Source: an optimization exercise on an open RTL-to-GDS flow (aim: small area). Production flows keep margins and buffers that such runs may drop. RTL that was checked went through simulation tests only; none was proved equivalent to the original. No driver is modelled on the clock port, so clock power and skew are understated where the tree is cut down; a real chip needs a root buffer or a tree. Power is estimated from default activity; no workload was simulated.

## alpha
## MISR_golden_sign
module MISR_golden_sign(
    input clk,
    input reset,
    output reg [73:0] MISR
    );
Size in the first run: roughly 430 cells after synthesis, ~86 flip-flops, roughly 76 I/O pins, ~4600 um^2 of cells after synthesis.
clock: 5.5 ns
lec_check: 0
cap_margin: 20
core_margin: 2
core_utilization: 70
gpl_timing_driven: 0
slew_margin: 20
synth_hierarchical: 1
standard.sh (not shown) runs the stock make flow with config.mk's settings and CLKGATE_MAP_FILE= SYNTH_SCRIPT=/design/flow/synth_recipe.tcl, a recipe that flattens the netlist after the stock synthesis.
==> flow/flow/run.sh <==
#!/bin/bash
# The standard ORFS layout (standard.sh) with these changes:
#  - port buffers are buf_1 cells (BUFFER_PORTS_ARGS); every port is still buffered;
#  - the clock tree is one level of MANUAL_CTS_N clock buffers, each driving a
#    balanced group of flip-flops (flow/cts_manual.tcl, sourced as PRE_CTS_TCL).
# ORFS's own logs stay under orfs/logs/; make's output goes to standard.log.
set -uo pipefail
bash standard.sh \
  "BUFFER_PORTS_ARGS=-buffer_cell sky130_fd_sc_hd__buf_1" \
  "REMOVE_ABC_BUFFERS=1" \
  "PRE_CTS_TCL=$PWD/flow/cts_manual.tcl" \
  "MANUAL_CTS_BUF=sky130_fd_sc_hd__clkbuf_16" \
  "MANUAL_CTS_N=4" \
  finish > standard.log 2>&1
Other scripts of this flow, unchanged in this note and not shown: flow/flow/cts_manual.tcl
### alpha -> beta
diff --git a/flow/design.v b/flow/design.v
--- a/flow/design.v
+++ b/flow/design.v
@@ -1,35 +1,25 @@
 module bist_fa(input x, input y, input z, output s, output c);
     assign {c, s} = {1'b0, x} + {1'b0, y} + {1'b0, z};
 endmodule
 module bist_ha(input x, input y, output s, output c);
     assign {c, s} = {1'b0, x} + {1'b0, y};
-endmodule
-module bist_xor(input p, input q, output y);
-    assign y = p ^ q;
 endmodule
 module MISR_golden_sign(
     input clk,
     input reset,
     output reg [73:0] MISR
     );
     reg [7:0] xn;
     reg [4:1] t;
     wire [7:0] x = ~xn;
     wire inj = t[2] & ~t[3];
     wire m = x[0] & t[4];
     wire [7:0] a = x;
-    wire [7:0] bn;
-    assign bn[7] = ~m;
-    assign bn[6:5] = xn[7:6];
-    assign bn[2:1] = xn[3:2];
-    bist_xor u_b0 (.p(xn[1]), .q(m), .y(bn[0]));
-    bist_xor u_b3 (.p(xn[4]), .q(m), .y(bn[3]));
-    bist_xor u_b4 (.p(xn[5]), .q(m), .y(bn[4]));
-    wire [7:0] b = ~bn;
+    wire [7:0] b = {m, x[7], x[6], x[5] ^ m, x[4] ^ m, x[3], x[2], x[1] ^ m};
     wire [8:1] csn, cdn;
     wire [7:1] sn, dn;
     wire [7:0] s, d;
     assign s[0] = a[0] ^ b[0];
     assign csn[1] = ~(a[0] & b[0]);
     assign d[0] = a[0] ^ b[0];
     assign cdn[1] = ~a[0] & b[0];
@@ -218,16 +208,15 @@
     wire cy172 = G168 | (P169 & c148);
     wire s173 = s170 ^ cy172;
     wire G174 = c171 | (s170 & G168);
     wire P175 = s170 & P169;
     wire cy176 = G174 | (P175 & c148);
     wire s177 = cy176;
     wire [15:0] p = {s177, s173, s167, s161, s155, s151, s147, s145, s143, s141, s139, s137, s135, s133, s131, pp1};
-    wire [7:0] xr;
-    bist_xor u_xr [7:0] (.p(xn), .q(bn), .y(xr));
+    wire [7:0] xr = a ^ b;
     wire [7:0] xnr = ~xr;
     wire [7:0] nd = ~(a & b);
     wire [7:0] ll = a << 2;
     wire [7:0] lr = a >> 2;
     wire [73:0] r = {s, cs[8], d, ~cd[8], p, xr, xnr, nd, ll, lr};
     wire fb = MISR[73];
     wire [73:0] nxt = {MISR[72:0], fb} ^ r ^ {fb, 2'b00, fb, fb, 69'd0};
Notes after the runs:
- Delta (beta minus alpha): count of buffer and inverter cells on the critical path decreased 2, fmax decreased 0.98 MHz, count of cell types in the netlist increased 3.3%, wire length on met1 increased 3.3%, worst slack at placement increased 0.89 ns.
- Number of cells on the critical path | beta below alpha
- Total routed wirelength ends up lower on beta.
- beta: per-instance average area after synthesis is 2.7% higher than what alpha reported.
- alpha → beta: wire length on met3 now sits lower; area occupied by multi-input gates now sits lower; cell area now sits lower.
Function not checked in alpha: the RTL went through the layout flow alone. No run of this note takes its clock network from TritonCTS; it comes from the design's own scripts or RTL.


run H:
Another version of the RTL of MISR_golden_sign (not shown whole).
Size: about 86 flip-flops, ~76 I/O pins, about 0.0046 mm2 of cells after synthesis.
==> flow/config.mk <==
export PLATFORM = sky130hd
export DESIGN_NAME = MISR_golden_sign
export DESIGN_NICKNAME = MISR_golden_sign
export VERILOG_FILES = /design/flow/design.v
export SDC_FILE = /design/flow/constraint.sdc
export NUM_CORES = 4
export LEC_CHECK = 0
export CAP_MARGIN = 20
export CORE_MARGIN = 2
export CORE_UTILIZATION = 70
export GPL_TIMING_DRIVEN = 0
export SLEW_MARGIN = 20
export SYNTH_HIERARCHICAL = 1
==> flow/constraint.sdc <==
create_clock -name core_clock -period 5.5 [get_ports {clk}]
set_input_delay 1.1000 -clock core_clock [delete_from_list [all_inputs] [get_ports {clk}]]
set_output_delay 1.1000 -clock core_clock [all_outputs]
set_load 0.01 [all_outputs]
==> flow/flow/cts_manual.tcl <==
# Sourced by ORFS's cts.tcl before its clock tree synthesis (PRE_CTS_TCL).
# Replaces clock_tree_synthesis with a one-level clock tree: the flip-flops
# are split into MANUAL_CTS_N balanced groups by position (halves by x, then
# halves by y), and one clock buffer at each group's centroid drives that
# group's clock pins. The clock port drives only these buffers.
rename clock_tree_synthesis orfs_clock_tree_synthesis

proc cts_split {pins axis} {
  set keyed {}
  foreach p $pins {
    lappend keyed [list [lindex $p $axis] $p]
  }
  set sorted [lsort -real -index 0 $keyed]
  set half [expr {[llength $sorted] / 2}]
  set a {}
  set b {}
  set i 0
  foreach kp $sorted {
    if {$i < $half} { lappend a [lindex $kp 1] } else { lappend b [lindex $kp 1] }
    incr i
  }
  return [list $a $b]
}

proc clock_tree_synthesis {args} {
  set block [ord::get_db_block]
  set dbu [$block getDbUnitsPerMicron]
  set net [$block findNet clk]
  # each pin: {x y iterm}
  set pins {}
  foreach it [$net getITerms] {
    set box [[$it getInst] getBBox]
    lappend pins [list [expr {([$box xMin] + [$box xMax]) / 2.0 / $dbu}] \
                      [expr {([$box yMin] + [$box yMax]) / 2.0 / $dbu}] $it]
  }
  set groups [list $pins]
  set axis 0
  while {[llength $groups] < $::env(MANUAL_CTS_N)} {
    set next {}
    foreach g $groups {
      foreach h [cts_split $g $axis] { lappend next $h }
    }
    set groups $next
    set axis [expr {1 - $axis}]
  }
  set k 0
  foreach g $groups {
    set sx 0.0
    set sy 0.0
    set loads {}
    foreach p $g {
      set sx [expr {$sx + [lindex $p 0]}]
      set sy [expr {$sy + [lindex $p 1]}]
      set it [lindex $p 2]
      lappend loads [get_pins "[[$it getInst] getName]/[[$it getMTerm] getName]"]
    }
    set n [llength $g]
    set cx [expr {$sx / $n}]
    set cy [expr {$sy / $n}]
    puts "manual CTS: group $k, $n clock pins, buffer at ($cx, $cy)"
    insert_buffer -net clk -load_pins $loads -buffer_cell $::env(MANUAL_CTS_BUF) \
      -location [list $cx $cy] -buffer_name clkbuf_m$k -net_name clknet_m$k
    incr k
  }
  foreach it [[$block findNet clk] getITerms] {
    set buf [$it getInst]
    set out [[$buf findITerm X] getNet]
    $out setSigType CLOCK
    puts "manual CTS: [$buf getName] drives [$out getName] ([llength [$out getITerms]] pins)"
  }
  set_propagated_clock [all_clocks]
}
Scripts as last shown in full above: flow/flow/run.sh
Here is what was changed in the inputs of run F compared with run H.
--- a/flow/design.v
+++ b/flow/design.v
@@ -3,36 +3,43 @@
 endmodule
 module bist_ha(input x, input y, output s, output c);
     assign {c, s} = {1'b0, x} + {1'b0, y};
 endmodule
 module MISR_golden_sign(
     input clk,
     input reset,
     output reg [73:0] MISR
     );
-    reg [7:0] x;
-    reg [4:1] t;
+    reg [7:0] xn;
+    reg [3:1] t;
+    reg m;
+    wire [7:0] x = ~xn;
     wire inj = t[2] & ~t[3];
-    wire m = x[0] & t[4];
     wire [7:0] a = x;
     wire [7:0] b = {m, x[7], x[6], x[5] ^ m, x[4] ^ m, x[3], x[2], x[1] ^ m};
-    wire [8:0] cs, cd;
+    wire [8:1] csn, cdn;
+    wire [7:1] sn, dn;
     wire [7:0] s, d;
-    bist_ha u_add0 (.x(a[0]), .y(b[0]), .s(s[0]), .c(cs[1]));
+    assign s[0] = a[0] ^ b[0];
+    assign csn[1] = ~(a[0] & b[0]);
     assign d[0] = a[0] ^ b[0];
-    assign cd[1] = a[0] | ~b[0];
+    assign cdn[1] = ~a[0] & b[0];
     genvar i;
     generate
         for (i = 1; i < 8; i = i + 1) begin : rc
-            bist_fa u_add (.x(a[i]), .y(b[i]), .z(cs[i]), .s(s[i]), .c(cs[i+1]));
-            bist_fa u_sub (.x(a[i]), .y(~b[i]), .z(cd[i]), .s(d[i]), .c(cd[i+1]));
+            bist_fa u_add (.x(xn[i]), .y(~b[i]), .z(csn[i]), .s(sn[i]), .c(csn[i+1]));
+            bist_fa u_sub (.x(xn[i]), .y(b[i]), .z(cdn[i]), .s(dn[i]), .c(cdn[i+1]));
         end
     endgenerate
+    assign s[7:1] = ~sn;
+    assign d[7:1] = ~dn;
+    wire [8:0] cs = {~csn[8], 8'd0};
+    wire [8:0] cd = {~cdn[8], 8'd0};
     wire pp1 = a[0] & b[0];
     wire pp2 = a[0] & b[3];
     wire pp3 = a[0] & b[4];
     wire pp4 = a[0] & b[7];
     wire pp5 = a[1] & b[0];
     wire pp6 = a[1] & b[3];
     wire pp7 = a[1] & b[4];
     wire pp8 = a[1] & b[7];
     wire pp9 = a[2] & b[0];
@@ -200,32 +207,34 @@
     bist_ha u_s170 (.x(pp32), .y(c130), .s(s170), .c(c171));
     wire cy172 = G168 | (P169 & c148);
     wire s173 = s170 ^ cy172;
     wire G174 = c171 | (s170 & G168);
     wire P175 = s170 & P169;
     wire cy176 = G174 | (P175 & c148);
     wire s177 = cy176;
     wire [15:0] p = {s177, s173, s167, s161, s155, s151, s147, s145, s143, s141, s139, s137, s135, s133, s131, pp1};
     wire [7:0] xr = a ^ b;
-    wire [7:0] xn = ~xr;
+    wire [7:0] xnr = ~xr;
     wire [7:0] nd = ~(a & b);
     wire [7:0] ll = a << 2;
     wire [7:0] lr = a >> 2;
-    wire [73:0] r = {s, cs[8], d, ~cd[8], p, xr, xn, nd, ll, lr};
+    wire [73:0] r = {s, cs[8], d, ~cd[8], p, xr, xnr, nd, ll, lr};
     wire fb = MISR[73];
     wire [73:0] nxt = {MISR[72:0], fb} ^ r ^ {fb, 2'b00, fb, fb, 69'd0};
     always @(posedge clk) begin
         if (reset | ~t[2])
             MISR <= 74'd0;
         else
             MISR <= nxt;
     end
     always @(posedge clk) begin
         if (reset) begin
-            x <= 8'd0;
-            t <= 4'd0;
+            xn <= 8'hff;
+            t <= 3'd0;
+            m <= 1'b0;
         end else begin
-            x <= {x[6], x[5], x[4] ^ x[7], x[3] ^ x[7], x[2], x[1], x[0] ^ x[7], x[7] | inj};
-            t <= {t[3:1], 1'b1};
+            xn <= ~{x[6], x[5], x[4] ^ x[7], x[3] ^ x[7], x[2], x[1], x[0] ^ x[7], x[7] | inj};
+            t <= {t[2:1], 1'b1};
+            m <= x[7] & t[3];
         end
     end
 endmodule
Notes after the runs:
- Diff run H -> run F: slew at the pin closest to its max-slew limit roughly the same, global-route usage increased by 1.5 points relative to the old numbers, wire length after detailed routing rose 500 um, total power moved down.
- In the metrics for run F and run H, the one carrying the higher total area of multi-input combinational cells is run H.
- Of the two candidates, run H has the worse slack of the worst reg-to-reg path and run F the better one.
- Cmp run F vs run H: worst hold slack higher in run F
- Share of cells above drive strength 1: run F and run H compared, lower one is run H
- Diff run H -> run F: number of global-route vias before repair up 8.2%, number of vias after detailed routing up about 0.5%, post-route core utilization down 0.20 points, layout overhead on the synthesized area up 0.33 points.
For run F, only the layout was checked, not whether the RTL still works. In every run of this note, the design's own scripts or RTL, not TritonCTS, make the clock network.

## what the ideal ports hide
Ports are ideal in the flow. The routed layouts listed here were re-timed in OpenROAD.
Step 1 assumes that a clkbuf_16 drives the clock port and a buf_2 every other input.
Step 2, shift: input delay + t, output delay - t, t = (earliest + latest rising clock arrival at the registers) / 2. This alone moves slack from input paths to output paths.
Slacks: ideal ports / drivers / drivers and shift; pairs: ideal ports / drivers.
| run | t (ns) | setup slack, ns | slew at the worst register clock pin (ns) | cell pins on the clock port's net |
|---|---|---|---|---|
| alpha | 0.222 | 0.202 / 0.202 / 0.202 | 0.09 / 0.09 | 4 |
| beta | 0.227 | 0.174 / 0.174 / 0.174 | 0.09 / 0.09 | 4 |
| run H | 0.223 | 0.250 / 0.250 / 0.250 | 0.09 / 0.09 | 4 |
| run F | 0.228 | 0.268 / 0.268 / 0.268 | 0.09 / 0.09 | 4 |
After both steps setup and hold are still met in every run listed.
